Background: an optimization exercise with open tools, aiming at small area, a short achievable clock period and few clock cycles per item. Do not read the settings as production practice. At most, simulation tests tie the RTL to the original design; equivalence was not proved.

==> inputs of job 7301 <==
==> flow/design.v (excerpt) <==
module kitten_fabric_tile #(
    parameter N_PRE       = 4096,
    parameter N_POST      = 4096,
    parameter ADDRW_PRE   = 13,
    parameter ADDRW_CSR   = 18,
    parameter ADDRW_POST  = 12,
    parameter PACK_WIDTH  = 8,
    parameter BRAM_DELAY  = 1
) (
    input  wire                  clk,
    input  wire                  rst,
    input  wire                  i_step_start,
    input  wire                  i_proj_done,
    output wire                  o_step_done,
    input  wire                  i_pre_spike_valid,
    input  wire [15:0]           i_pre_spike_idx,
    input  wire                  i_pre_spike,
    output wire                  o_pre_spike_ready,
    output wire                  o_post_spike_valid,
    output wire [PACK_WIDTH-1:0] o_post_spike_data,
    input  wire                  i_post_spike_ready,
    output wire [ADDRW_PRE-1:0]  o_indptr_addr,
    input  wire [31:0]           i_indptr_data,
    output wire [ADDRW_CSR-1:0]  o_indices_addr,
    input  wire [31:0]           i_indices_data,
    output wire [ADDRW_CSR-1:0]  o_values_addr,
    input  wire [15:0]           i_values_q_data,
    input  wire [15:0]           i_scale_q,
    output wire [ADDRW_POST-1:0] o_I_addr,
    output wire                  o_I_we,
    output wire [31:0]           o_I_din,
    input  wire [31:0]           i_I_dout,
    output wire [ADDRW_POST-1:0] o_v_addr,
    output wire                  o_v_we,
    output wire [31:0]           o_v_din,
    input  wire [31:0]           i_v_dout,
    input  wire [15:0]           i_alpha,
    input  wire [15:0]           i_v_th
);
clock: 14.0 ns
lec_check: 0
cap_margin: 20
core_margin: 2
core_utilization: 68
cts_cluster_diameter: 100
cts_cluster_size: 22
slew_margin: 20
standard.sh (not shown) runs the stock make flow with config.mk's settings and CLKGATE_MAP_FILE= SYNTH_SCRIPT=/design/flow/synth_recipe.tcl, a recipe that flattens the netlist after the stock synthesis.
==> flow/flow/run.sh <==
#!/bin/bash
# Standard layout with plain buffers on the ports; timing repair aims
# SETUP_MARGIN ns beyond the clock period.
set -o pipefail
export BUFFER_PORTS_ARGS="-buffer_cell sky130_fd_sc_hd__buf_1"
bash standard.sh SETUP_SLACK_MARGIN=9.65 finish 2>&1 | tee standard_flow.log
==> job 9771: changes against job 7301 <==
==> flow/flow/run.sh (replaced) <==
#!/bin/bash
# The standard layout (standard.sh), with two changes:
#  - the port buffers are plain buf_1 cells instead of the delay buffers
#    buffer_ports picks by default;
#  - timing repair aims for 9.8 ns of setup slack at the design's clock
#    period (the SDC is unchanged), so the layout is optimised for speed.
# All tool output goes to standard_flow.log (and ORFS's own logs).
set -o pipefail
export BUFFER_PORTS_ARGS="-buffer_cell sky130_fd_sc_hd__buf_1"
bash standard.sh SETUP_SLACK_MARGIN=9.8 finish 2>&1 | tee standard_flow.log
==> flow/config.mk (replaced) <==
export PLATFORM = sky130hd
export DESIGN_NAME = kitten_fabric_tile
export DESIGN_NICKNAME = kitten_fabric_tile
export VERILOG_FILES = /design/flow/design.v
export SDC_FILE = /design/flow/constraint.sdc
export NUM_CORES = 4
export LEC_CHECK = 0
export ABC_AREA = 1
export CAP_MARGIN = 20
export CORE_MARGIN = 2
export CORE_UTILIZATION = 68
export CTS_CLUSTER_DIAMETER = 100
export CTS_CLUSTER_SIZE = 22
export SLEW_MARGIN = 20
==> job 9171: changes against job 7301 <==
--- a/flow/design.v
+++ b/flow/design.v
@@ -335,13 +335,13 @@
     assign o_indices_addr     = k[17:0];
     assign o_values_addr      = k[17:0];
     assign o_I_addr           = AD;
     assign o_v_addr           = AD;
     assign o_I_we             = I_we;
     assign o_v_we             = v_we;
-    assign o_I_din            = izero ? 32'd0 : acc;    
+    assign o_I_din            = izero ? 32'd0 : D;
     assign o_v_din            = D;
     wire [18:0] k1       = k + 19'd1;
     wire        hasr     = (k != kend);
     wire        lastr    = (k1 == kend);
     wire        issue    = !ph && ((fe == F_P1) || ((fe == F_IT) && hasr));
     wire        kill     = (fe == F_IT) && ph && sp && !hasr;
@@ -488,15 +488,15 @@
         if (pop) B <= phd ? {1'b0, i_v_dout[15:0]} : {vh[15], vh};
         else     B <= {1'b0, i_scale_q};
         vh <= i_v_dout[31:16];
         S  <= s_n;
         c14 <= c14_t[14];
         C  <= c_n;
-        if (pop ? phd : !phd) rd <= fwd ? acc : i_I_dout;
+        if (pop ? phd : !phd) rd <= fwd ? D : i_I_dout;
         acc <= sum;
-        if (phd) D <= vnew;
+        if (phd) D <= pop ? vnew : sum;
         if (pop) begin
             if (ph) begin
                 AD <= k[11:0];
             end else begin
                 AD <= aw;
                 if (sv[3]) aw <= aw + 12'd1;
==> flow/flow/run.sh (replaced) <==
#!/bin/bash
# Standard layout with plain buffers on the ports; timing repair aims
# SETUP_MARGIN ns beyond the clock period.
set -o pipefail
export BUFFER_PORTS_ARGS="-buffer_cell sky130_fd_sc_hd__buf_1"
bash standard.sh SETUP_SLACK_MARGIN=9.5 finish 2>&1 | tee standard_flow.log
==> flow/config.mk (replaced) <==
export PLATFORM = sky130hd
export DESIGN_NAME = kitten_fabric_tile
export DESIGN_NICKNAME = kitten_fabric_tile
export VERILOG_FILES = /design/flow/design.v
export SDC_FILE = /design/flow/constraint.sdc
export NUM_CORES = 4
export LEC_CHECK = 0
export CAP_MARGIN = 40
export CORE_MARGIN = 2
export CORE_UTILIZATION = 55
export CTS_CLUSTER_DIAMETER = 100
export CTS_CLUSTER_SIZE = 22
export GPL_TIMING_DRIVEN = 1
export SLEW_MARGIN = 60
==> impl_metrics.xml <==
<?xml version="1.0" encoding="UTF-8"?>
<metrics>
  <group name="run_status">
    <metric name="run_status" unit="">no timing/DRC/antenna violations</metric>
  </group>
  <group name="detailed_routing">
    <metric name="drt_pass1_iterations" unit="">8</metric>
  </group>
  <group name="global_routing">
    <metric name="grt_util_met1" unit="%">40.1</metric>
    <metric name="antenna_found_initial" unit="">1</metric>
  </group>
  <group name="cells_and_area">
    <metric name="drive_gt1_share" unit="%">9.11</metric>
    <metric name="layout.cells.most_common_list" unit="">buf_1 (328), inv_1 (209), dfxtp_1 (164), nand2_1 (164), xnor2_1 (151)</metric>
  </group>
</metrics>
-- figures above: job 9171

==> impl_metrics.xml <==
<?xml version="1.0" encoding="UTF-8"?>
<metrics>
  <group name="cells_and_area">
    <metric name="drive_gt1_share" unit="%">8.60</metric>
  </group>
  <group name="run_status">
    <metric name="run_status" unit="">no timing/DRC/antenna violations</metric>
  </group>
  <group name="detailed_routing">
    <metric name="drt_pass1_iterations" unit="">8</metric>
  </group>
  <group name="global_routing">
    <metric name="grt_util_met1" unit="%">49.4</metric>
  </group>
</metrics>
-- figures above: job 9771

==> impl_metrics.xml <==
<?xml version="1.0" encoding="UTF-8"?>
<metrics>
  <group name="run_status">
    <metric name="run_status" unit="">no timing/DRC/antenna violations</metric>
  </group>
  <group name="critical_path">
    <metric name="timing.critical_path.to_type" unit="">output pin</metric>
  </group>
  <group name="cells_and_area">
    <metric name="layout.cells.most_common_list" unit="">buf_1 (300), inv_1 (207), dfxtp_1 (177)</metric>
    <metric name="drive_gt1_share" unit="%">9.83</metric>
  </group>
  <group name="detailed_routing">
    <metric name="drt_pass1_iterations" unit="">6</metric>
  </group>
</metrics>
-- figures above: job 7301

Testbench counts of job 7301, summed over its fixed seeds: cycles 332,068, steps 24.
Testbench counts of job 9771, summed over its fixed seeds: cycles 332,068, steps 24.
The RTL of job 9171 was laid out without a check of its function.

-- separate check: timing with driven ports --
Ports are ideal in the flow. The routed layouts listed here were re-timed in OpenROAD.
Step 1 sets driving cells, clkbuf_16 on the clock port and buf_2 on the other inputs (assumed; they add their load-dependent delay and slew).
Step 2 moves the port delays by t, midway between the first and last clock arrival at a register: inputs arrive t later, outputs are due t later. That takes back most of the time a late clock gives input paths.
Slacks: ideal ports / drivers / drivers and shift; pairs: ideal ports / drivers.
run | shift t [ns] | setup slack, ns | hold WS [ns] | worst setup path at the end | worst slew at a driven data input, ns
job 7301 | 0.583 | 9.586 / 9.530 / 9.718 | 0.415 / 0.415 / 0.415 | register to register | 0.09
job 9771 | 0.607 | 9.737 / 9.683 / 9.759 | 0.374 / 0.374 / 0.374 | input to register | 0.17
job 9171 | 0.619 | 9.584 / 9.537 / 9.584 | 0.386 / 0.386 / 0.386 | register to register | 0.08
After both steps every run listed still meets setup and hold.
